Context: an optimization exercise on an open-source flow, tuned for small area. The choices shown serve that exercise and are no tape-out recipe. In this exercise RTL edits were held to simulation tests only and were not proved equivalent to the original. In every run shown here, the design's own scripts or RTL, not TritonCTS, make the clock network. The clock port is modelled as an ideal driver, which makes a skipped or thinned clock tree look cheaper than it is; a real chip needs a root buffer or a tree. Power is estimated from default activity; no workload was simulated.

==> design/flow/design.v <==
module top(
	input  wire       clk,
	input  wire       rst_n,
	input  wire       key1,
	input  wire       key2,
	output wire [3:0] led
);
reg  rn;
wire r = !rn;
always @(posedge clk or negedge rst_n)
	if (!rst_n) rn <= 1'b0;
	else        rn <= rst_n;
localparam [17:0] KPOL  = 18'h2AAAA;
localparam [17:0] KHIGH = 18'h2AAAA;
localparam [17:0] KS1   = 18'h2AAAB;
localparam [17:0] KTHR  = 18'h15E74;
localparam [17:0] KMSK  = 18'h3F7FF;
reg  [17:0] q1, q2;           
wire [17:0] l1 = q1 ^ KPOL;
wire [17:0] l2 = q2 ^ KPOL;
wire        m1 = ((l1 ^ KTHR) & KMSK) == 18'd0;
wire        m2 = ((l2 ^ KTHR) & KMSK) == 18'd0;
wire        k1 = m1 & !r;     
wire        k2 = m2 & !r;
always @(posedge clk) begin
	q1 <= (key1 ? KHIGH : r ? KS1 : m1 ? 18'd0 : {l1[16:0], l1[17] ^ l1[6]}) ^ KPOL;
	q2 <= (key2 ? KHIGH : r ? KS1 : m2 ? 18'd0 : {l2[16:0], l2[17] ^ l2[6]}) ^ KPOL;
end
reg  [2:0] c;                 
wire vend_s = ((c == 3'd3) & k2) | ((c == 3'd4) & k1);
wire vend_d = (c == 3'd4) & k2 & !k1;
reg [2:0] cn;
always @* begin
	case (c)
		3'd0:    cn = k1 ? 3'd1 : k2 ? 3'd2 : 3'd0;
		3'd1:    cn = k1 ? 3'd2 : k2 ? 3'd3 : 3'd1;
		3'd2:    cn = k1 ? 3'd3 : k2 ? 3'd4 : 3'd2;
		3'd3:    cn = k1 ? 3'd4 : k2 ? 3'd0 : 3'd3;
		default: cn = (k1 | k2) ? 3'd0 : 3'd4;
	endcase
	if (r) cn = 3'd0;
end
always @(posedge clk) c <= cn;
reg        rs, rd;            
reg  [6:0] tm;                
reg  [6:0] nc;                
reg  [2:0] j;                 
wire idle   = !rs & !rd;
wire tick_s = rs & (tm == 7'h50);        
wire tick_d = rd & (tm[5:0] == 6'h2a);   
wire tick   = tick_s | tick_d;
wire end_s  = tick_s & ({nc[5:3], nc[0]} == 4'b1000);     
wire end_d  = tick_d & ({nc[6], nc[4], nc[1:0]} == 4'b1011);  
always @(posedge clk) begin
	if (idle)      tm <= 7'h20;
	else if (tick) tm <= 7'h00;
	else           tm <= {tm[5:0], ~(tm[6] ^ tm[5])};
	nc <= {nc[5:0], ~idle & ~(nc[6] ^ nc[0])};
end
always @(posedge clk or negedge rst_n) begin
	if (!rst_n) begin
		rs <= 1'b0;
		rd <= 1'b0;
		j  <= 3'b000;
	end else begin
		rs <= (rs & !end_s) | vend_s;
		rd <= (rd & !end_d) | vend_d;
		if (tick_s)
			case (j)
				3'b000: j <= 3'b001;
				3'b001: j <= 3'b011;
				3'b011: j <= 3'b111;
				3'b111: j <= 3'b000;
				3'b100: j <= 3'b110;
				default: j <= 3'b111;
			endcase
		else if (tick_d)
			j <= {j[1:0], !j[2]};
	end
end
assign led = {j[2] & j[0], j[1] & !(j[2] & j[0]), !j[1] & (j[0] | j[2]), !j[2] & !j[0]};
endmodule
==> design/flow/flow/run.sh <==
#!/bin/bash
# Own layout flow: the standard flow, except that
#  - after the standard synthesis, Yosys/ABC re-maps the combinational logic
#    for area (flow/reopt.ys; two ABC scripts with eight seeds each, the
#    smallest result is kept);
#    the registers are left untouched,
#  - ports get the smallest buffer (buf_1) instead of clkdlybuf4s50_1, and
set -euo pipefail
here=$(pwd)
res=$here/orfs/results/$FLOW_PLATFORM/top/base
lib=$FLOW_HOME/platforms/$FLOW_PLATFORM/lib/sky130_fd_sc_hd__tt_025C_1v80.lib
yosys=$(command -v yosys || echo $FLOW_HOME/../tools/install/yosys/bin/yosys)
ports="BUFFER_PORTS_ARGS=-buffer_cell sky130_fd_sc_hd__buf_1"

bash standard.sh "$ports" synth > $here/flow_synth.log 2>&1

# ---- re-map the combinational logic
cp $res/1_2_yosys.v $here/synth_standard.v
dontuse=$(sed -n '/DONT_USE_CELLS/,/^$/p' $FLOW_HOME/platforms/$FLOW_PLATFORM/config.mk | grep -o 'sky130_fd_sc_hd__[A-Za-z0-9_]*' | sed 's/^/-dont_use /' | tr '\n' ' ')
mkdir -p $here/reopt
runs=""
for s in 1 2 3 4 5 6 7 8; do
  printf 'strash\n&get -n\n&st\n&deepsyn -T 15 -S %s\n&put\ndch -f\namap\n' $s > $here/reopt/a$s.abc
  printf 'strash\n&get -n\n&st\n&deepsyn -T 15 -S %s\n&dch -f\n&nf -R 1000\n&put\n' $s > $here/reopt/n$s.abc
  runs="$runs a$s n$s"
done
for v in $runs; do
  sed -e "s#@LIB@#$lib#g" -e "s#@IN@#$here/synth_standard.v#" -e "s#@OUT@#$here/reopt/$v.v#g" \
      -e "s#@SCRIPT@#$here/reopt/$v.abc#" -e "s#@DONTUSE@#$dontuse#" $here/flow/reopt.ys > $here/reopt/$v.ys
done
for v in $runs; do echo $v; done | xargs -P 4 -I{} sh -c "$yosys -s $here/reopt/{}.ys > $here/flow_reopt_{}.log 2>&1"
best=""; bestarea=1e30
for v in $runs; do
  a=$(awk '/Chip area for module/ {print $NF}' $here/reopt/$v.v.stat 2>/dev/null | tail -1)
  echo "run $v: area $a" >> $here/flow_reopt_pick.log
  if [[ -n "$a" ]] && awk -v a=$a -v b=$bestarea 'BEGIN{exit !(a<b)}'; then best=$v; bestarea=$a; fi
done
echo "picked $best: area $bestarea" >> $here/flow_reopt_pick.log
cp $here/reopt/$best.v $res/1_2_yosys.v

# ---- floorplan and placement
bash standard.sh "$ports" floorplan place > $here/flow_place.log 2>&1

# ---- clock buffers
pick=""
for cfg in "buf_12 2 x" "buf_12 2 y" "clkbuf_8 3 x" "buf_8 3 x" "clkbuf_16 2 x" "clkbuf_16 2 y" "clkbuf_16 3 x" "clkbuf_16 4 x"; do
  set -- $cfg
  s=$(RES=$res CLKBUF=sky130_fd_sc_hd__$1 NBUF=$2 SPLIT=$3 openroad -no_init -exit $here/flow/clock.tcl 2>&1 \
      | tee -a $here/flow_clock_try.log | awk '/max clk pin slew:/ {print $NF}')
  echo "$cfg: $s" >> $here/flow_clock_pick.log
  if [[ -n "$s" ]] && awk -v s=$s 'BEGIN{exit !(s < 112)}'; then pick=$cfg; break; fi
done
[[ -n "$pick" ]] || pick="clkbuf_16 4 x"
set -- $pick
echo "picked $pick" >> $here/flow_clock_pick.log
RES=$res CLKBUF=sky130_fd_sc_hd__$1 NBUF=$2 SPLIT=$3 OUTDIR=$res \
  openroad -no_init -exit $here/flow/clock.tcl > $here/flow_clock.log 2>&1
cp $res/4_1_cts.odb $res/4_cts.odb

# ---- routing and final layout
bash standard.sh "$ports" finish > $here/flow_finish.log 2>&1
==> design/flow/flow/clock.tcl <==
# Replace CTS: the clock port drives NBUF clock buffers, each feeding the
# registers of one placement cluster (k-means on register locations).
set res $::env(RES)
set platform /OpenROAD-flow-scripts/flow/platforms/sky130hd
read_liberty $platform/lib/sky130_fd_sc_hd__tt_025C_1v80.lib
read_db $res/3_place.odb
read_sdc $res/3_place.sdc
source $platform/setRC.tcl
set block [ord::get_db_block]
set clknet [$block findNet clk]
set master [[ord::get_db] findMaster $::env(CLKBUF)]
set k $::env(NBUF)
set pins {}
foreach it [$clknet getITerms] {
  set bb [[$it getInst] getBBox]
  lappend pins [list $it [expr {([$bb xMin] + [$bb xMax]) / 2.0}] [expr {([$bb yMin] + [$bb yMax]) / 2.0}]]
}
set pins [lsort -real -index 1 $pins]
set n [llength $pins]
set split [expr {[info exists ::env(SPLIT)] ? $::env(SPLIT) : "kmeans"}]
if {$split eq "kmeans"} {
  # initial centres: spread along x
  set cx {}; set cy {}
  for {set i 0} {$i < $k} {incr i} {
    set p [lindex $pins [expr {int(($i + 0.5) * $n / $k)}]]
    lappend cx [lindex $p 1]; lappend cy [lindex $p 2]
  }
  for {set iter 0} {$iter < 50} {incr iter} {
    set sx [lrepeat $k 0.0]; set sy [lrepeat $k 0.0]; set cnt [lrepeat $k 0]
    set asg {}
    foreach p $pins {
      set best 0; set bd 1e30
      for {set i 0} {$i < $k} {incr i} {
        set d [expr {abs([lindex $p 1] - [lindex $cx $i]) + abs([lindex $p 2] - [lindex $cy $i])}]
        if {$d < $bd} { set bd $d; set best $i }
      }
      lappend asg $best
      lset sx $best [expr {[lindex $sx $best] + [lindex $p 1]}]
      lset sy $best [expr {[lindex $sy $best] + [lindex $p 2]}]
      lset cnt $best [expr {[lindex $cnt $best] + 1}]
    }
    for {set i 0} {$i < $k} {incr i} {
      if {[lindex $cnt $i] > 0} {
        lset cx $i [expr {[lindex $sx $i] / [lindex $cnt $i]}]
        lset cy $i [expr {[lindex $sy $i] / [lindex $cnt $i]}]
      }
    }
  }
} else {
  # equal-size strips along x or y
  set idx [expr {$split eq "x" ? 1 : 2}]
  set pins [lsort -real -index $idx $pins]
  set sx [lrepeat $k 0.0]; set sy [lrepeat $k 0.0]; set cnt [lrepeat $k 0]
  set asg {}; set j 0
  foreach p $pins {
    set b [expr {$j * $k / $n}]; incr j
    lappend asg $b
    lset sx $b [expr {[lindex $sx $b] + [lindex $p 1]}]
    lset sy $b [expr {[lindex $sy $b] + [lindex $p 2]}]
    lset cnt $b [expr {[lindex $cnt $b] + 1}]
  }
  set cx {}; set cy {}
  for {set i 0} {$i < $k} {incr i} {
    lappend cx [expr {[lindex $sx $i] / [lindex $cnt $i]}]
    lappend cy [expr {[lindex $sy $i] / [lindex $cnt $i]}]
  }
}
for {set i 0} {$i < $k} {incr i} {
  set buf [odb::dbInst_create $block $master clkbuf_$i]
  set out [odb::dbNet_create $block clknet_$i]
  $out setSigType CLOCK
  [$buf findITerm A] connect $clknet
  [$buf findITerm X] connect $out
  $buf setLocation [expr {int([lindex $cx $i])}] [expr {int([lindex $cy $i])}]
  $buf setPlacementStatus PLACED
  lappend outs $out
}
foreach p $pins a $asg {
  set it [lindex $p 0]
  $it disconnect
  $it connect [lindex $outs $a]
}
puts "clock buffers: $k, sinks per buffer: $cnt"
detailed_placement
check_placement -verbose
set_propagated_clock [all_clocks]
estimate_parasitics -placement
report_clock_skew
foreach out $outs {
  set worst 0
  foreach it [$out getITerms] {
    if {[$it isInputSignal]} {
      set pin [get_pins [[$it getInst] getName]/[[$it getMTerm] getName]]
      set s [get_property $pin slew_max]
    }
  }
}
report_check_types -max_slew -max_capacitance -violators
report_worst_slack -min
report_worst_slack -max
foreach it [get_pins -hierarchical */CLK] { foreach e {rise fall} { lappend sl [sta::time_sta_ui [get_property $it slew_max_$e]] } }
puts "max clk pin slew: [format %.2f [expr {[lindex [lsort -real $sl] end] / 1e6}]]"
if {[info exists ::env(OUTDIR)]} {
  write_db $::env(OUTDIR)/4_1_cts.odb
  write_sdc -no_timestamp $::env(OUTDIR)/4_cts.sdc
}
==> design/flow/flow/reopt.ys <==
# Re-map the combinational logic of the standard synthesis for area. The
# registers stay as they are (same instances, names and cells).
read_liberty -ignore_miss_func @LIB@
read_verilog @IN@
hierarchy -top top
setattr -mod -set keep_hierarchy 1 sky130_fd_sc_hd__df* sky130_fd_sc_hd__edf* sky130_fd_sc_hd__conb*
flatten
blackbox =sky130_fd_sc_hd__df* =sky130_fd_sc_hd__edf* =sky130_fd_sc_hd__conb*
select -module top
opt_clean top
cd top
abc -liberty @LIB@ @DONTUSE@ -script @SCRIPT@
opt_clean -purge
splitnets
opt_clean -purge
hilomap -singleton -hicell sky130_fd_sc_hd__conb_1 HI -locell sky130_fd_sc_hd__conb_1 LO
insbuf -buf sky130_fd_sc_hd__buf_1 A X
cd
tee -o @OUT@.stat stat -liberty @LIB@
write_verilog -noattr -noexpr -nohex -nodec -selected @OUT@
==> design/flow/standard.sh <==
#!/bin/bash
# synth_recipe.tcl (not shown) runs the flow's synth.tcl, then flattens the netlist and writes it again
# the make line also repeats each setting of config.mk as NAME=value (left out here)
make -C /OpenROAD-flow-scripts/flow DESIGN_CONFIG=/design/flow/config.mk WORK_HOME=/design/flow/orfs CLKGATE_MAP_FILE= SYNTH_SCRIPT=/design/flow/synth_recipe.tcl "${@:-finish}"
==> design/flow/config.mk <==
export PLATFORM = sky130hd
export DESIGN_NAME = top
export DESIGN_NICKNAME = top
export VERILOG_FILES = /design/flow/design.v
export SDC_FILE = /design/flow/constraint.sdc
export NUM_CORES = 4
export LEC_CHECK = 0
export CAP_MARGIN = 0
export CORE_MARGIN = 2
export CORE_UTILIZATION = 70
export GPL_TIMING_DRIVEN = 0
export SLEW_MARGIN = 0
==> design/flow/constraint.sdc <==
create_clock -name core_clock -period 10.0 [get_ports {clk}]
set_input_delay 2.0000 -clock core_clock [delete_from_list [all_inputs] [get_ports {clk}]]
set_output_delay 2.0000 -clock core_clock [all_outputs]
set_load 0.01 [all_outputs]
==> impl_metrics.env, run 1 <==
export IMPL_status="timing/DRC/antenna clean"
export IMPL_yosysWarnings=1
export IMPL_leakage_nw=0.7710
export IMPL_first_global_vias=1032
export IMPL_initial_core_util=0.7343
export IMPL_synthCells=179
export IMPL_place_area_um2=1883
export IMPL_hold_viol_final=0
export IMPL_ir_drop_v=0.0001797
export IMPL_grt_antenna_before_repair=0
export IMPL_crit_fanout=5
export IMPL_cpPeakStageDelay_ns=0.42
export IMPL_die_h_um=54.98
export IMPL_slew_viol_final=0
export IMPL_gp_congestion=0.7496
export IMPL_tns_ns=0
export IMPL_area_delta_synth_final_pct=5.708
export IMPL_grt_pass1_wl_um=4271
export IMPL_finalCritPeriodShare=0.2945
export IMPL_rsz0062_at_grt="false"
export IMPL_worstPathArrival_ns=0.94
export IMPL_vias=1205
export IMPL_grt_ovfl_total=0
export IMPL_wl_per_cell_um=13.00
export IMPL_avgSynthCellArea_um2=10.16
export IMPL_clock_latency_ns=0.14
export IMPL_cap_viol_max_count=0
export IMPL_drive_gt1_frac=0.01064
export IMPL_finalSetupViolations=0
export IMPL_first_pass_iters=4
export IMPL_skew_ns=0.004543
export IMPL_grtUsageTotal=0.1907
export IMPL_worstPathRequired_ns=8.00
export IMPL_hp_class="register to register"
export IMPL_power_density_nw_per_um2=178.6
export IMPL_startpoint_type="register"
export IMPL_path_cells="nand2_1 > and2_0 > buf_1"
export IMPL_clk_pin_slew_ns=0.10
export IMPL_ant_nets=0
export IMPL_critPathBufInv=1
export IMPL_syn_area_um2=1819
export IMPL_route_detailed_drc=0
export IMPL_end_kind="primary output"
export IMPL_rows=18
export IMPL_max_freq_mhz=339.6
export IMPL_drt_iter0_drc=19
export IMPL_final_area_um2=1923
export IMPL_cpLargestDelayFamily="flip-flops"
export IMPL_slew_headroom=0.6419
export IMPL_syn_nets=183
export IMPL_tightest_slew_ns=0.5356
export IMPL_dieArea_um2=3023
export IMPL_floorplan_die_width_um=54.98
export IMPL_routed_wl_um=2834
export IMPL_grt_max_degree=31
export IMPL_layout_nets=194
export IMPL_dp_hpwl_um=2112
export IMPL_crit_type="register to primary output"
export IMPL_antenna_cells=0
export IMPL_fin_crit_ns=2.945
export IMPL_slowest_stage="dfrtp_1"
export IMPL_core_um2=2477
export IMPL_pin_count=8
export IMPL_port_buffers=7
export IMPL_avgViaCountPerCell=5.528
-- state kept, by name (all words and copies together), names as in the netlist --
signal and flops:
c 3, j 3, nc 7, q1 18, q2 18, rd 1, rn 1, rs 1
tm 7
-- through the flow --
step / instances / utilization / power [W] / hold slack (ns) / setup slack [ns]
5_1_grt: 218 / 0.7763 / 0.0003548 / 0.3616 / 6.972
2_1_floorplan: 179 / - / 0.0002595 / 0.3096 / 7.251
3_3_place_gp: 216 / 0.7601 / 0.0002625 / 0.3150 / 7.064
3_5_place_dp: 216 / 0.7601 / 0.0002636 / 0.3226 / 7.027
6_report: 218 / 0.7763 / 0.0003435 / 0.3460 / 7.055
-- cell type report --
class,instances,area [um^2]
fill,161,554.3
inverter,4,15.01
sequential,59,1211
buffer,2,40.04
tap,30,37.54
timing repair buffer,7,26.28
multi-input combinational,116,593.1
-- worst paths after layout --
path	from	end	slack, ns	depth (start not counted)
setup / recovery	j[0]	led[2]	7.06	3
hold / removal	nc[2]	nc[3]	0.35	0
max in group asynchronous	rst_n	rn	8.04	1
hold reg to reg	nc[2]	nc[3]	0.35	0
min in group asynchronous	rst_n	rs	1.72	1
setup reg to reg	q1[9]	c[0]	7.83	7
-- where the power goes --
part	internal, W	switching (W)
combinational	0.00000396	0.00000557
sequential	0.000244	0.00000480
clock	0.0000327	0.0000527
total	0.000280	0.0000631
-- cell usage in the layout (no fill, tap or decap), drive strengths merged, types with 2 or more instances in the layout --
cell type / instances
a21oi: 20
and2: 6
buf: 9
clkinv: 4
dfrtp: 6
dfxtp: 53
nand2: 13
nand2b: 6
nand3: 3
nand4: 5
nand4b: 5
nor2: 36
nor2b: 3
nor3: 2
nor4: 2
o21ai: 4
xnor2: 2
-- metal layers --
layer	up-vias	global-route usage	routed length (um)
li1	631	-	-
met1	560	0.2438	1363
met2	10	0.3611	1389
met3	4	0.01344	51
met4	0	0.02439	29
met5	-	0	0
==> run 2, diff against run 1 <==
--- a/design/flow/config.mk
+++ b/design/flow/config.mk
@@ -7,6 +7,6 @@
 export LEC_CHECK = 0
 export CAP_MARGIN = 0
-export CORE_MARGIN = 2
-export CORE_UTILIZATION = 70
+export CORE_AREA = 2 2 57.63 57.63
+export DIE_AREA = 0 0 59.63 59.63
 export GPL_TIMING_DRIVEN = 0
 export SLEW_MARGIN = 0
==> impl_metrics.env, run 2 <==
export IMPL_status="timing/DRC/antenna clean"
export IMPL_antenna_cells=0
export IMPL_syn_area_um2=1826
export IMPL_rows=20
export IMPL_final_cell_mix="dfxtp_1, nor2_1, a21oi_1"
export IMPL_synthCells=173
export IMPL_layout_nets=188
export IMPL_slew_headroom=0.6418
export IMPL_area_delta_synth_final_pct=5.894
export IMPL_skew_ns=0.003935
export IMPL_leakage_nw=0.7930
export IMPL_hold_viol_final=0
export IMPL_startpoint_type="register"
export IMPL_tightest_slew_ns=0.5357
export IMPL_biggestRegsByFlops="q1 (18), q2 (18)"
export IMPL_avgViaCountPerCell=5.488
export IMPL_die_h_um=59.63
export IMPL_yosysWarnings=1
export IMPL_port_buffers=7
export IMPL_dp_cells=213
export IMPL_tns_ns=0
export IMPL_seq_area_um2=1211
export IMPL_dieArea_um2=3556
export IMPL_cpLargestDelayFamily="flip-flops"
export IMPL_critPathBufInv=1
export IMPL_nFillCells=254
export IMPL_final_common_cell="dfxtp_1"
export IMPL_slew_viol_final=0
export IMPL_first_pass_iters=4
export IMPL_avgSynthCellArea_um2=10.55
export IMPL_grt_pass1_wl_um=4705
export IMPL_ir_drop_v=0.0001588
export IMPL_initial_core_util=0.6079
export IMPL_route_detailed_drc=0
export IMPL_wl_per_cell_um=12.93
export IMPL_max_freq_mhz=332.3
export IMPL_cap_viol_max_count=0
export IMPL_drive_gt1_frac=0.01099
export IMPL_dp_hpwl_um=2052
export IMPL_power_density_nw_per_um2=178.5
export IMPL_floorplan_die_width_um=59.63
export IMPL_grt_antenna_before_repair=0
export IMPL_crit_fanout=3
export IMPL_vias=1180
export IMPL_finalSetupViolations=0
export IMPL_gp_congestion=0.8065
export IMPL_final_cells=215
export IMPL_final_area_um2=1933
export IMPL_drt_iter0_drc=44
export IMPL_clock_latency_ns=0.14
export IMPL_ant_nets=0
export IMPL_slowest_stage="dfrtp_1"
export IMPL_end_kind="primary output"
export IMPL_hp_class="register to register"
export IMPL_power_switching_w=0.00006449
export IMPL_power_frac_clock=0.253
export IMPL_fin_ws_ns=6.990
export IMPL_crit_type="register to primary output"
export IMPL_place_ws_ns=7.037
export IMPL_worstPathRequired_ns=8.00
export IMPL_place_area_um2=1893
export IMPL_worstPathArrival_ns=1.01
export IMPL_grtUsageTotal=0.1669
export IMPL_sequentialPowerShare=0.720
export IMPL_grt_max_degree=31
export IMPL_core_um2=3003
export IMPL_p_int_w=0.0002805
export IMPL_syn_nets=177
export IMPL_multiInputGateArea_um2=599.3
export IMPL_rsz0062_at_grt="false"
export IMPL_power_frac_comb=0.026
export IMPL_grt_ovfl_total=0
export IMPL_pin_count=8
export IMPL_path_cells="and2_0 > nor2b_1 > buf_1"
export IMPL_finalCritPeriodShare=0.3010
export IMPL_clk_pin_slew_ns=0.10
export IMPL_first_global_vias=1092
export IMPL_swShare=0.1869
export IMPL_routed_wl_um=2780
export IMPL_cpPeakStageDelay_ns=0.41
export IMPL_fin_crit_ns=3.010
[run 2: final timing paths]
kind                            start     end  slack [ns]  cells after the start
min in group asynchronous       rst_n    j[1]        1.71                      1
worst min-delay path            nc[5]   nc[6]        0.36                      0
worst max register to register  q1[0]    c[0]        8.18                      6
max in group asynchronous       rst_n      rs        8.05                      1
worst max-delay path             j[0]  led[2]        6.99                      3
worst min register to register  nc[5]   nc[6]        0.36                      0
[run 2: power groups by stage]
stage               sequential, W  clock [W]  combinational [W]
floorplan                0.000252          0         0.00000688
global placement         0.000254          0         0.00000871
detailed placement       0.000254          0         0.00000936
global route             0.000250  0.0000959          0.0000108
finish                   0.000249  0.0000874         0.00000910
[run 2: routing by layer]
layer  GRT usage  wire length, um  up-vias
li1            -                -      611
met5           0                0        -
met1      0.2232             1342      551
met3     0.01092               68        3
met4     0.01587               34        0
met2      0.3077             1335       15
[run 2: worst reg2reg max path, cell delays in order (launching register included)]
cell and delay (ns):
dfxtp_1 0.33, and4b_1 0.24, nand4_1 0.44, nand2_1 0.26
o21a_1 0.19, a21boi_0 0.11, nor2b_1 0.14
[run 2: through the flow]
step	hold WS [ns]	utilization	power [W]
floorplan	0.3096	-	0.0002593
global placement	0.3152	0.6304	0.0002623
detailed placement	0.3230	0.6304	0.0002632
global route	0.3589	0.6438	0.0003563
finish	0.3588	0.6438	0.0003450
[run 2: cell type report]
| cell class | count | share of cell area |
|---|---|---|
| plain buffers | 2 | 0.02071 |
| inverters | 4 | 0.007767 |
| multi-input cells | 110 | 0.3100 |
| flip-flops and latches | 59 | 0.6265 |
| well taps | 33 | 0.02136 |
| repair buffers | 7 | 0.01359 |
==> run 3, diff against run 2 <==
--- a/design/flow/flow/run.sh
+++ b/design/flow/flow/run.sh
@@ -1,8 +1,4 @@
 #!/bin/bash
 # Own layout flow: the standard flow, except that
-#  - after the standard synthesis, Yosys/ABC re-maps the combinational logic
-#    for area (flow/reopt.ys; two ABC scripts with eight seeds each, the
-#    smallest result is kept);
-#    the registers are left untouched,
 #  - ports get the smallest buffer (buf_1) instead of clkdlybuf4s50_1, and
 set -euo pipefail
@@ -19,23 +15,30 @@
 dontuse=$(sed -n '/DONT_USE_CELLS/,/^$/p' $FLOW_HOME/platforms/$FLOW_PLATFORM/config.mk | grep -o 'sky130_fd_sc_hd__[A-Za-z0-9_]*' | sed 's/^/-dont_use /' | tr '\n' ' ')
 mkdir -p $here/reopt
-runs=""
-for s in 1 2 3 4 5 6 7 8; do
-  printf 'strash\n&get -n\n&st\n&deepsyn -T 15 -S %s\n&put\ndch -f\namap\n' $s > $here/reopt/a$s.abc
-  printf 'strash\n&get -n\n&st\n&deepsyn -T 15 -S %s\n&dch -f\n&nf -R 1000\n&put\n' $s > $here/reopt/n$s.abc
-  runs="$runs a$s n$s"
-done
-for v in $runs; do
-  sed -e "s#@LIB@#$lib#g" -e "s#@IN@#$here/synth_standard.v#" -e "s#@OUT@#$here/reopt/$v.v#g" \
-      -e "s#@SCRIPT@#$here/reopt/$v.abc#" -e "s#@DONTUSE@#$dontuse#" $here/flow/reopt.ys > $here/reopt/$v.ys
-done
-for v in $runs; do echo $v; done | xargs -P 4 -I{} sh -c "$yosys -s $here/reopt/{}.ys > $here/flow_reopt_{}.log 2>&1"
-best=""; bestarea=1e30
-for v in $runs; do
-  a=$(awk '/Chip area for module/ {print $NF}' $here/reopt/$v.v.stat 2>/dev/null | tail -1)
-  echo "run $v: area $a" >> $here/flow_reopt_pick.log
-  if [[ -n "$a" ]] && awk -v a=$a -v b=$bestarea 'BEGIN{exit !(a<b)}'; then best=$v; bestarea=$a; fi
-done
+# reopt PASS IN RUNS: ABC runs named by RUNS (a<seed>: deepsyn then amap,
+# n<seed>: deepsyn then &nf) on netlist IN; sets best/bestarea over all runs
+best=$here/synth_standard.v; bestarea=1e30
+reopt() {
+  local pass=$1 in=$2 runs=$3 v s
+  for v in $runs; do
+    s=${v:1}
+    if [[ ${v:0:1} == a ]]; then
+      printf 'strash\n&get -n\n&st\n&deepsyn -T 30 -S %s\n&put\ndch -f\namap\n' $s > $here/reopt/p$pass$v.abc
+    else
+      printf 'strash\n&get -n\n&st\n&deepsyn -T 30 -S %s\n&dch -f\n&nf -R 1000\n&put\n' $s > $here/reopt/p$pass$v.abc
+    fi
+    sed -e "s#@LIB@#$lib#g" -e "s#@IN@#$in#" -e "s#@OUT@#$here/reopt/p$pass$v.v#g" \
+        -e "s#@SCRIPT@#$here/reopt/p$pass$v.abc#" -e "s#@DONTUSE@#$dontuse#" $here/flow/reopt.ys > $here/reopt/p$pass$v.ys
+  done
+  for v in $runs; do echo p$pass$v; done | xargs -P 4 -I{} sh -c "$yosys -s $here/reopt/{}.ys > $here/flow_reopt_{}.log 2>&1"
+  for v in $runs; do
+    a=$(awk '/Chip area for module/ {print $NF}' $here/reopt/p$pass$v.v.stat 2>/dev/null | tail -1)
+    echo "pass $pass run $v: area $a" >> $here/flow_reopt_pick.log
+    if [[ -n "$a" ]] && awk -v a=$a -v b=$bestarea 'BEGIN{exit !(a<b)}'; then best=$here/reopt/p$pass$v.v; bestarea=$a; fi
+  done
+}
+reopt 1 $here/synth_standard.v "a1 n1 a2 n2 a3 n3 a4 n4 a5 n5 a6 n6 a7 n7 a8 n8"
+reopt 2 $best "a11 n11 a12 n12 a13 n13 a14 n14"
 echo "picked $best: area $bestarea" >> $here/flow_reopt_pick.log
-cp $here/reopt/$best.v $res/1_2_yosys.v
+cp $best $res/1_2_yosys.v
 
 # ---- floorplan and placement
==> impl_metrics.env, run 3 <==
export IMPL_startpoint_type="register"
export IMPL_grtUsageTotal=0.1667
export IMPL_route_detailed_drc=0
export IMPL_die_h_um=59.63
export IMPL_floorplan_die_width_um=59.63
export IMPL_clock_latency_ns=0.14
export IMPL_max_freq_mhz=332.9
export IMPL_rows=20
export IMPL_final_area_um2=1913
export IMPL_fin_crit_ns=3.004
export IMPL_first_pass_iters=4
export IMPL_layout_nets=191
export IMPL_worstPathArrival_ns=1.00
export IMPL_hold_viol_final=0
export IMPL_drt_iter0_drc=40
export IMPL_antenna_cells=0
export IMPL_port_buffers=7
export IMPL_place_area_um2=1873
export IMPL_final_common_cell="dfxtp_1"
export IMPL_finalCritPeriodShare=0.3004
export IMPL_first_global_vias=1124
export IMPL_drive_gt1_frac=0.01081
export IMPL_ir_drop_v=0.0001616
export IMPL_power_density_nw_per_um2=179.8
export IMPL_core_um2=3003
export IMPL_pin_count=8
export IMPL_clk_pin_slew_ns=0.10
export IMPL_power_total_w=0.0003439
export IMPL_gp_congestion=0.7535
export IMPL_syn_nets=180
export IMPL_crit_start="j[0]"
export IMPL_dp_hpwl_um=2118
export IMPL_avgViaCountPerCell=5.518
export IMPL_finalSetupViolations=0
export IMPL_grt_ovfl_total=0
export IMPL_grt_max_degree=31
export IMPL_vias=1203
export IMPL_rsz0062_at_grt="false"
export IMPL_routed_wl_um=2759
export IMPL_ant_nets=0
export IMPL_status="timing/DRC/antenna clean"
export IMPL_hp_class="register to register"
export IMPL_area_delta_synth_final_pct=5.960
export IMPL_crit_type="register to primary output"
export IMPL_tns_ns=0
export IMPL_tightest_slew_ns=0.5785
export IMPL_cp_endpoint="led[2]"
export IMPL_initial_core_util=0.6013
export IMPL_r2r_start="q1[9]"
export IMPL_reg2reg_depth=7
export IMPL_crit_fanout=3
export IMPL_worstPathRequired_ns=8.00
export IMPL_r2r_end="c[1]"
export IMPL_final_cell_mix="dfxtp_1, nor2_1, a21oi_1"
export IMPL_cap_viol_max_count=0
export IMPL_ff2ff_setup_slack_ns=7.79
export IMPL_end_kind="primary output"
export IMPL_synthCells=176
export IMPL_syn_area_um2=1805
export IMPL_grt_antenna_before_repair=0
export IMPL_slew_viol_final=0
export IMPL_skew_ns=0.005538
export IMPL_grt_pass1_wl_um=4678
export IMPL_leakage_nw=0.7610
export IMPL_final_core_util=0.6371
export IMPL_dieArea_um2=3556
export IMPL_wl_per_cell_um=12.66
export IMPL_slew_headroom=0.6132
export IMPL_avgSynthCellArea_um2=10.26
export IMPL_biggestRegsByFlops="q1 (18), q2 (18)"
export IMPL_yosysWarnings=1
==> run 3: layout make-up <==
| type | instances | area, um^2 |
|---|---|---|
| plain buffers | 2 | 40.04 |
| fillers | 261 | 1090 |
| well taps | 33 | 41.29 |
| multi-input cells | 113 | 579.3 |
| repair buffers | 7 | 26.28 |
| inverters | 4 | 15.01 |
| flip-flops and latches | 59 | 1211 |
==> run 3: how the worst min path moves through the flow <==
stage	start	end	slack [ns]	depth (start not counted)
6_report	nc[2]	nc[3]	0.36	0
5_1_grt	nc[1]	nc[2]	0.37	0
3_5_place_dp	nc[2]	nc[3]	0.33	0
3_3_place_gp	nc[2]	nc[3]	0.32	0
2_1_floorplan	nc[2]	nc[3]	0.31	0
==> run 3: critical path, stage by stage, from the launching register on <==
cell	delay, ns
dfrtp_1	0.41
and2_0	0.20
nor2b_1	0.11
buf_1	0.15
==> run 3: per-layer routing <==
metal	up-vias	part of all wire	global-route usage
li1	622	-	-
met1	569	0.48	0.2194
met2	10	0.49	0.3108
met3	2	0.022	0.01310
met4	0	0.0051	0.01270
met5	-	0	0
==> run 3: power by group <==
| group | switching [W] | internal (W) | leakage, nW |
|---|---|---|---|
| logic | 0.00000524 | 0.00000370 | 0.225 |
| clock network | 0.0000536 | 0.0000327 | 0.0188 |
| registers | 0.00000485 | 0.000244 | 0.517 |
| total | 0.0000637 | 0.000280 | 0.761 |
==> run 3: per-stage QoR <==
stage               hold slack, ns  worst slack (ns)  instances
finish                      0.3573             6.996        218
floorplan                   0.3096             7.194        176
global placement            0.3183             7.095        216
global route                0.3733             6.926        218
detailed placement          0.3303             7.107        216
==> run 4, diff against run 3 <==
--- a/design/flow/design.v
+++ b/design/flow/design.v
@@ -28,16 +28,12 @@
 end
 reg  [2:0] c;                 
-wire vend_s = ((c == 3'd3) & k2) | ((c == 3'd4) & k1);
-wire vend_d = (c == 3'd4) & k2 & !k1;
+wire vend_s = (c[1] & c[0] & k2) | (c[2] & k1);
+wire vend_d = c[2] & k2 & !k1;
 reg [2:0] cn;
 always @* begin
-	case (c)
-		3'd0:    cn = k1 ? 3'd1 : k2 ? 3'd2 : 3'd0;
-		3'd1:    cn = k1 ? 3'd2 : k2 ? 3'd3 : 3'd1;
-		3'd2:    cn = k1 ? 3'd3 : k2 ? 3'd4 : 3'd2;
-		3'd3:    cn = k1 ? 3'd4 : k2 ? 3'd0 : 3'd3;
-		default: cn = (k1 | k2) ? 3'd0 : 3'd4;
-	endcase
-	if (r) cn = 3'd0;
+	if (r)       cn = 3'd0;
+	else if (k1) cn = {c[1] & c[0], c[1] ^ c[0], !c[0] & !c[2]};    
+	else if (k2) cn = {c[1] & !c[0], !c[1] & !c[2], c[0] & !c[1]};  
+	else         cn = c;
 end
 always @(posedge clk) c <= cn;
@@ -47,14 +43,14 @@
 reg  [2:0] j;                 
 wire idle   = !rs & !rd;
-wire tick_s = rs & (tm == 7'h50);        
-wire tick_d = rd & (tm[5:0] == 6'h2a);   
+wire tick_s = rs & (tm[5:0] == 6'h00);                  
+wire tick_d = rd & ({tm[6], tm[5:2], tm[0]} == 6'h00);  
 wire tick   = tick_s | tick_d;
-wire end_s  = tick_s & ({nc[5:3], nc[0]} == 4'b1000);     
-wire end_d  = tick_d & ({nc[6], nc[4], nc[1:0]} == 4'b1011);  
+wire end_s  = tick_s & ({nc[4:2], nc[0]} == 4'b1100);     
+wire end_d  = tick_d & ({nc[6], nc[4:2]} == 4'b0110);     
 always @(posedge clk) begin
-	if (idle)      tm <= 7'h20;
-	else if (tick) tm <= 7'h00;
-	else           tm <= {tm[5:0], ~(tm[6] ^ tm[5])};
-	nc <= {nc[5:0], ~idle & ~(nc[6] ^ nc[0])};
+	if (idle)      tm <= 7'h01;
+	else if (tick) tm <= 7'h07;
+	else           tm <= {tm[5:0], tm[6] ^ tm[0]};
+	nc <= {nc[5:0], ~idle & ~(nc[6] ^ nc[2])};
 end
 always @(posedge clk or negedge rst_n) begin
@@ -66,13 +62,6 @@
 		rs <= (rs & !end_s) | vend_s;
 		rd <= (rd & !end_d) | vend_d;
-		if (tick_s)
-			case (j)
-				3'b000: j <= 3'b001;
-				3'b001: j <= 3'b011;
-				3'b011: j <= 3'b111;
-				3'b111: j <= 3'b000;
-				3'b100: j <= 3'b110;
-				default: j <= 3'b111;
-			endcase
+		if (tick_s)     
+			j <= {(j[1] | j[2]) & !(j[0] & j[2]), j[0] ^ j[2], !(j[2] & (j[0] | !j[1]))};
 		else if (tick_d)
 			j <= {j[1:0], !j[2]};
==> impl_metrics.env, run 4 <==
export IMPL_status="timing/DRC/antenna clean"
export IMPL_core_um2=3003
export IMPL_drive_gt1_frac=0.01136
export IMPL_end_kind="primary output"
export IMPL_p_int_w=0.0002816
export IMPL_slew_headroom=0.4881
export IMPL_fin_crit_ns=3.019
export IMPL_final_cell_mix="dfxtp_1, nor2_1, a21oi_1"
export IMPL_swShare=0.1858
export IMPL_first_pass_iters=5
export IMPL_ir_drop_v=0.0001421
export IMPL_grt_ovfl_total=0
export IMPL_avgSynthCellArea_um2=10.68
export IMPL_grtUsageTotal=0.1668
export IMPL_drt_iter0_drc=62
export IMPL_die_h_um=59.63
export IMPL_clock_latency_ns=0.14
export IMPL_crit_fanout=6
export IMPL_grt_pass1_wl_um=4781
export IMPL_area_delta_synth_final_pct=6.031
export IMPL_yosysWarnings=1
export IMPL_crit_type="register to primary output"
export IMPL_port_buffers=7
export IMPL_clk_pin_slew_ns=0.10
export IMPL_dp_cells=207
export IMPL_floorplan_die_width_um=59.63
export IMPL_finalCritPeriodShare=0.3019
export IMPL_dp_hpwl_um=1982
export IMPL_skew_ns=0.005595
export IMPL_power_switching_w=0.00006427
export IMPL_gp_congestion=0.7430
export IMPL_nFillCells=276
export IMPL_rows=20
export IMPL_dieArea_um2=3556
export IMPL_ant_nets=0
export IMPL_slew_viol_final=0
export IMPL_power_density_nw_per_um2=182.8
export IMPL_syn_area_um2=1784
export IMPL_grt_max_degree=31
export IMPL_syn_nets=171
export IMPL_ff2ff_setup_slack_ns=7.84
export IMPL_vias=1190
export IMPL_initial_core_util=0.5942
export IMPL_first_global_vias=1097
export IMPL_final_common_cell="dfxtp_1"
export IMPL_slowest_stage="dfrtp_1"
export IMPL_synthCells=167
export IMPL_power_frac_comb=0.029
export IMPL_routed_wl_um=2684
export IMPL_finalSetupViolations=0
export IMPL_max_freq_mhz=331.3
export IMPL_final_cells=209
export IMPL_worstPathArrival_ns=1.02
export IMPL_place_area_um2=1852
export IMPL_tightest_slew_ns=0.7599
export IMPL_hp_class="register to register"
export IMPL_antenna_cells=0
export IMPL_layout_nets=182
export IMPL_avgViaCountPerCell=5.694
export IMPL_route_detailed_drc=0
export IMPL_power_frac_clock=0.247
export IMPL_place_ws_ns=7.054
export IMPL_grt_antenna_before_repair=0
export IMPL_cap_viol_max_count=0
export IMPL_whs_ns=0.3378
export IMPL_startpoint_type="register"
export IMPL_worstPathRequired_ns=8.00
export IMPL_leakage_nw=0.7861
export IMPL_tns_ns=0
export IMPL_fin_ws_ns=6.981
export IMPL_biggestRegsByFlops="q1 (18), q2 (18)"
export IMPL_hold_viol_final=0
export IMPL_final_area_um2=1892
export IMPL_sequentialPowerShare=0.724
export IMPL_cpPeakStageDelay_ns=0.45
export IMPL_wl_per_cell_um=12.84
export IMPL_path_cells="and2_0 > nor2b_1 > buf_1"
export IMPL_pin_count=8
export IMPL_rsz0062_at_grt="false"
[run 4: worst paths after layout]
path,start,end,depth (start not counted)
min in group asynchronous,rst_n,j[2],1
min reg2reg,nc[1],nc[2],0
max reg2reg,q2[3],c[1],7
min,nc[1],nc[2],0
max,j[0],led[2],3
max in group asynchronous,rst_n,rd,1
[run 4: layout make-up]
| cell class | instances | area, um^2 | area share |
|---|---|---|---|
| Buffer | 2 | 40.04 | 0.02116 |
| Inverter | 4 | 15.01 | 0.007937 |
| Multi-Input combinational cell | 104 | 558.0 | 0.2950 |
| Sequential cell | 59 | 1211 | 0.6402 |
| Tap cell | 33 | 41.29 | 0.02183 |
| Timing Repair Buffer | 7 | 26.28 | 0.01389 |
[run 4: critical path, delay by kind of cell, from the launching register on]
kind                   cells  cell delay, ns
DFF                        1            0.45
buffers and inverters      1            0.15
and+or+nand+nor            2            0.29
[run 4: layer usage]
layer / wire length, um / vias up / track usage
li1: - / 594 / -
met1: 1228 / 578 / 0.2299
met2: 1345 / 15 / 0.3014
met3: 85 / 3 / 0.01092
met4: 25 / 0 / 0.01270
met5: 0 / - / 0
[run 4: power groups by stage]
stage / Combinational, W / Clock [W] / Sequential, W
2_1_floorplan: 0.00000752 / 0 / 0.000254
3_3_place_gp: 0.00000952 / 0 / 0.000255
3_5_place_dp: 0.0000102 / 0 / 0.000256
5_1_grt: 0.0000121 / 0.0000981 / 0.000252
6_report: 0.0000101 / 0.0000854 / 0.000250
[run 4: per-stage QoR]
stage               total power [W]  utilization
floorplan                 0.0002616            -
global placement          0.0002650       0.6167
detailed placement        0.0002659       0.6167
global route              0.0003620       0.6300
finish                    0.0003459       0.6300
==> run 5, diff against run 4 <==
--- a/design/flow/design.v
+++ b/design/flow/design.v
@@ -39,7 +39,8 @@
 always @(posedge clk) c <= cn;
 reg        rs, rd;            
-reg  [6:0] tm;                
+reg  [6:0] tq;                
 reg  [6:0] nc;                
 reg  [2:0] j;                 
+wire [6:0] tm     = tq ^ 7'h2A;
 wire idle   = !rs & !rd;
 wire tick_s = rs & (tm[5:0] == 6'h00);                  
@@ -49,7 +50,7 @@
 wire end_d  = tick_d & ({nc[6], nc[4:2]} == 4'b0110);     
 always @(posedge clk) begin
-	if (idle)      tm <= 7'h01;
-	else if (tick) tm <= 7'h07;
-	else           tm <= {tm[5:0], tm[6] ^ tm[0]};
+	if (idle)      tq <= 7'h01 ^ 7'h2A;
+	else if (tick) tq <= 7'h07 ^ 7'h2A;
+	else           tq <= {tm[5:0], tm[6] ^ tm[0]} ^ 7'h2A;
 	nc <= {nc[5:0], ~idle & ~(nc[6] ^ nc[2])};
 end
==> impl_metrics.env, run 5 <==
export IMPL_tightest_slew_ns=0.6241
export IMPL_power_frac_clock=0.248
export IMPL_slew_viol_final=0
export IMPL_rows=20
export IMPL_route_detailed_drc=0
export IMPL_core_um2=3003
export IMPL_sequentialPowerShare=0.726
export IMPL_initial_core_util=0.5908
export IMPL_grt_pass1_wl_um=5050
export IMPL_swShare=0.1821
export IMPL_startpoint_type="register"
export IMPL_ant_nets=0
export IMPL_grt_antenna_before_repair=0
export IMPL_finalCritPeriodShare=0.3013
export IMPL_grt_max_degree=31
export IMPL_leakage_nw=0.7647
export IMPL_cap_viol_max_count=0
export IMPL_rsz0062_at_grt="false"
export IMPL_end_kind="primary output"
export IMPL_whs_ns=0.3369
export IMPL_pin_count=8
export IMPL_gp_congestion=0.7448
export IMPL_area_delta_synth_final_pct=6.065
export IMPL_crit_fanout=5
export IMPL_place_area_um2=1842
export IMPL_power_switching_w=0.00006240
export IMPL_synthCells=167
export IMPL_drt_iter0_drc=114
export IMPL_drive_gt1_frac=0.01136
export IMPL_ir_drop_v=0.0001321
export IMPL_max_freq_mhz=331.9
export IMPL_yosysWarnings=1
export IMPL_nFillCells=243
export IMPL_hp_class="register to register"
export IMPL_final_cells=209
export IMPL_biggestRegsByFlops="q1 (18), q2 (18)"
export IMPL_die_h_um=59.63
export IMPL_avgSynthCellArea_um2=10.62
export IMPL_layout_nets=182
export IMPL_first_pass_iters=4
export IMPL_grt_ovfl_total=0
export IMPL_port_buffers=7
export IMPL_tns_ns=0
export IMPL_crit_type="register to primary output"
export IMPL_finalSetupViolations=0
export IMPL_power_frac_comb=0.025
export IMPL_slew_headroom=0.5827
export IMPL_syn_area_um2=1774
export IMPL_avgViaCountPerCell=5.660
export IMPL_final_common_cell="dfxtp_1"
export IMPL_routed_wl_um=2779
export IMPL_dieArea_um2=3556
export IMPL_worstPathRequired_ns=8.00
export IMPL_final_area_um2=1882
export IMPL_wl_per_cell_um=13.30
export IMPL_power_density_nw_per_um2=182.1
export IMPL_floorplan_die_width_um=59.63
export IMPL_dp_cells=207
export IMPL_skew_ns=0.005055
export IMPL_worstPathArrival_ns=1.01
export IMPL_first_global_vias=1141
export IMPL_fin_crit_ns=3.013
export IMPL_final_cell_mix="dfxtp_1, nor2_1, a21oi_1"
export IMPL_clk_pin_slew_ns=0.10
export IMPL_syn_nets=171
export IMPL_p_int_w=0.0002802
export IMPL_grtUsageTotal=0.1784
export IMPL_status="timing/DRC/antenna clean"
export IMPL_vias=1183
export IMPL_final_core_util=0.6267
export IMPL_dp_hpwl_um=2069
export IMPL_hold_viol_final=0
export IMPL_clock_latency_ns=0.14
export IMPL_antenna_cells=0
export IMPL_ff2ff_setup_slack_ns=7.89
==> run 5: cell types whose count changed in the layout (fill, tap and decap cells not counted), sizes merged, moves of 2 or more <==
cell    delta
a21o       -2
nand2      +4
nand3      -2
nand4b     +2
nor2       +4
nor2b      -9
o21ai      +2
o31ai      -2
o41ai      +2
xor2       +2
==> run 5: cell type report <==
cell class / count / area [um^2] / share of cell area
Sequential cell: 59 / 1211 / 0.6436
Tap cell: 33 / 41.29 / 0.02194
Multi-Input combinational cell: 104 / 548.0 / 0.2912
Buffer: 2 / 40.04 / 0.02128
Timing Repair Buffer: 7 / 26.28 / 0.01396
Inverter: 4 / 15.01 / 0.007979
==> run 5: per-layer routing <==
layer	routed length, um	vias to the layer above	global-route usage
li1	-	596	-
met1	1241	571	0.2401
met2	1444	14	0.3281
met3	70	2	0.01092
met4	23	0	0.01587
met5	0	-	0
==> run 5: stage by stage <==
step	setup slack [ns]	total power [W]
2_1_floorplan	7.192	0.0002591
6_report	6.987	0.0003426
5_1_grt	6.922	0.0003571
3_3_place_gp	7.098	0.0002621
3_5_place_dp	7.048	0.0002631
==> run 5: worst paths after layout <==
kind	startpoint	to	depth (start not counted)
max in group asynchronous	rst_n	rd	1
worst max-delay path	j[0]	led[2]	3
min in group asynchronous	rst_n	j[1]	1
worst max register to register	q1[9]	c[1]	6
worst min-delay path	nc[1]	nc[2]	0
worst min register to register	nc[1]	nc[2]	0
==> run 5: critical path, stage by stage (launching register included) <==
cell     delay (ns)
dfrtp_1        0.43
and2_0         0.18
nor2_1         0.10
buf_1          0.16
==> run 5: power by group through the flow <==
stage	clock (W)	sequential, W	combinational (W)
6_report	0.0000851	0.000249	0.00000872
5_1_grt	0.0000966	0.000250	0.0000103
3_5_place_dp	0	0.000254	0.00000894
3_3_place_gp	0	0.000254	0.00000828
2_1_floorplan	0	0.000253	0.00000642
==> run 6, diff against run 5 <==
--- a/design/flow/design.v
+++ b/design/flow/design.v
@@ -44,9 +44,8 @@
 wire [6:0] tm     = tq ^ 7'h2A;
 wire idle   = !rs & !rd;
-wire tick_s = rs & (tm[5:0] == 6'h00);                  
-wire tick_d = rd & ({tm[6], tm[5:2], tm[0]} == 6'h00);  
-wire tick   = tick_s | tick_d;
-wire end_s  = tick_s & ({nc[4:2], nc[0]} == 4'b1100);     
-wire end_d  = tick_d & ({nc[6], nc[4:2]} == 4'b0110);     
+wire tick   = rd ? ({tm[6], tm[5:2], tm[0]} == 6'h00)      
+                 : rs & (tm[5:0] == 6'h00);                
+wire last   = (nc[4:2] == 3'b110) & (rd ? !nc[6] : !nc[0]);  
+wire done   = tick & last;
 always @(posedge clk) begin
 	if (idle)      tq <= 7'h01 ^ 7'h2A;
@@ -61,10 +60,10 @@
 		j  <= 3'b000;
 	end else begin
-		rs <= (rs & !end_s) | vend_s;
-		rd <= (rd & !end_d) | vend_d;
-		if (tick_s)     
+		rs <= (rs & !done) | vend_s;
+		rd <= (rd & !done) | vend_d;
+		if (tick & rd)   
+			j <= {j[1:0], !j[2]};
+		else if (tick)   
 			j <= {(j[1] | j[2]) & !(j[0] & j[2]), j[0] ^ j[2], !(j[2] & (j[0] | !j[1]))};
-		else if (tick_d)
-			j <= {j[1:0], !j[2]};
 	end
 end
==> impl_metrics.env, run 6 <==
export IMPL_swShare=0.1767
export IMPL_clock_latency_ns=0.14
export IMPL_grt_pass1_wl_um=4429
export IMPL_end_kind="primary output"
export IMPL_port_buffers=7
export IMPL_core_um2=3003
export IMPL_place_area_um2=1838
export IMPL_area_delta_synth_final_pct=6.078
export IMPL_ir_drop_v=0.0001641
export IMPL_power_density_nw_per_um2=181.1
export IMPL_power_frac_comb=0.024
export IMPL_slowest_stage="dfrtp_1"
export IMPL_yosysWarnings=1
export IMPL_wl_per_cell_um=11.94
export IMPL_final_common_cell="dfxtp_1"
export IMPL_dieArea_um2=3556
export IMPL_avgViaCountPerCell=5.479
export IMPL_status="timing/DRC/antenna clean"
export IMPL_slew_headroom=0.6356
export IMPL_p_int_w=0.0002800
export IMPL_grt_max_degree=31
export IMPL_crit_type="register to primary output"
export IMPL_dp_cells=209
export IMPL_first_pass_iters=4
export IMPL_grtUsageTotal=0.1528
export IMPL_die_h_um=59.63
export IMPL_place_ws_ns=7.079
export IMPL_tightest_slew_ns=0.5450
export IMPL_power_frac_clock=0.244
export IMPL_dp_hpwl_um=1860
export IMPL_synthCells=169
export IMPL_drt_iter0_drc=45
export IMPL_holdPathStages=0
export IMPL_max_freq_mhz=331.0
export IMPL_final_cells=211
export IMPL_hp_class="register to register"
export IMPL_syn_nets=173
export IMPL_drive_gt1_frac=0.01124
export IMPL_gp_congestion=0.7874
export IMPL_final_area_um2=1878
export IMPL_path_cells="and2_0 > nor2b_1 > buf_1"
export IMPL_biggestRegsByFlops="q1 (18), q2 (18)"
export IMPL_worstPathRequired_ns=8.00
export IMPL_layout_nets=184
export IMPL_rsz0062_at_grt="false"
export IMPL_grt_antenna_before_repair=0
export IMPL_initial_core_util=0.5896
export IMPL_ant_nets=0
export IMPL_finalCritPeriodShare=0.3021
export IMPL_skew_ns=0.008303
export IMPL_routed_wl_um=2519
export IMPL_hold_viol_final=0
export IMPL_sequentialPowerShare=0.732
export IMPL_floorplan_die_width_um=59.63
export IMPL_finalSetupViolations=0
export IMPL_syn_area_um2=1770
export IMPL_cpPeakStageDelay_ns=0.44
export IMPL_route_detailed_drc=0
export IMPL_first_global_vias=1064
export IMPL_grt_ovfl_total=0
export IMPL_final_cell_mix="dfxtp_1, nor2_1, a21oi_1"
export IMPL_tns_ns=0
export IMPL_vias=1156
export IMPL_clk_pin_slew_ns=0.10
export IMPL_startpoint_type="register"
export IMPL_power_switching_w=0.00006010
export IMPL_leakage_nw=0.7556
export IMPL_antenna_cells=0
export IMPL_fin_ws_ns=6.979
export IMPL_rows=20
export IMPL_crit_fanout=6
export IMPL_pin_count=8
export IMPL_slew_viol_final=0
export IMPL_reg2reg_depth=8
export IMPL_cap_viol_max_count=0
export IMPL_worstPathArrival_ns=1.02
export IMPL_fin_crit_ns=3.021
export IMPL_avgSynthCellArea_um2=10.48
## run 6: layout make-up
cell class                 count  area (um^2)
sequential                    59         1211
fill                         267         1125
multi-input combinational    109        555.5
tap                           33        41.29
buffer                         2        40.04
timing repair buffer           7        26.28
inverter                       1        3.754
## run 6: final timing paths
kind	startpoint	to	slack, ns
worst max-delay path	j[0]	led[2]	6.98
worst max register to register	q2[15]	c[1]	7.90
max in group asynchronous	rst_n	j[1]	8.03
min in group asynchronous	rst_n	rs	1.73
worst min register to register	nc[5]	nc[6]	0.35
worst min-delay path	nc[5]	nc[6]	0.35
## run 6: metal layers
layer | wire length (um) | track usage | vias to the layer above
met2 | 1208 | 0.2794 | 15
met4 | 0 | 0.009524 | 0
met5 | 0 | 0 | -
li1 | - | - | 599
met3 | 84 | 0.01310 | 0
met1 | 1226 | 0.2062 | 542
## run 6: stage by stage
stage | hold WS [ns] | total power, W | utilization
after floorplan | 0.3096 | 0.0002590 | -
after global placement | 0.3137 | 0.0002623 | 0.6121
after detailed placement | 0.3157 | 0.0002627 | 0.6121
after global routing | 0.3617 | 0.0003546 | 0.6254
final | 0.3470 | 0.0003401 | 0.6254
## run 6: power groups by stage
stage / combinational, W / clock (W) / sequential, W
2_1_floorplan: 0.00000617 / 0 / 0.000253
3_3_place_gp: 0.00000805 / 0 / 0.000254
3_5_place_dp: 0.00000833 / 0 / 0.000254
5_1_grt: 0.00000983 / 0.0000948 / 0.000250
6_report: 0.00000823 / 0.0000829 / 0.000249
## run 6: worst max-delay path: cells and delay by family, from the launching register on
kind | cells | cell delay, ns
DFF | 1 | 0.44
and+or+nand+nor | 2 | 0.30
buffers and inverters | 1 | 0.15

## afterwards: timing with drivers on the ports
No port has a modelled driver above. Below, the same layouts with a new extraction and two added sets of constraints. Step 1 (the two cells are an assumption about what drives the block):
set clk [get_ports {clk}]
set_driving_cell -lib_cell sky130_fd_sc_hd__clkbuf_16 $clk
set_driving_cell -lib_cell sky130_fd_sc_hd__buf_2 [delete_from_list [all_inputs] $clk]
Step 2 times the ports against the registers' clock, not the clock port: input delays grow and output delays shrink by t, the midpoint of the rising clock arrivals with the driver on. Slacks: ideal / step 1 / step 2; pairs: ideal / step 1.
run	t (ns)	slack for setup (ns)	worst setup path at the end
run 1	0.179	7.055 / 7.010 / 7.022	input to register
run 2	0.186	6.990 / 6.940 / 7.050	input to register
run 3	0.182	6.996 / 6.948 / 7.092	input to register
run 4	0.182	6.981 / 6.933 / 7.049	input to register
run 5	0.181	6.987 / 6.939 / 7.060	input to register
run 6	0.177	6.979 / 6.934 / 7.068	input to register
After both steps setup and hold are still met in every run listed. For run 1, which loses most, drivers alone change the setup slack by -0.045 ns; drivers and shift together by -0.033 ns.
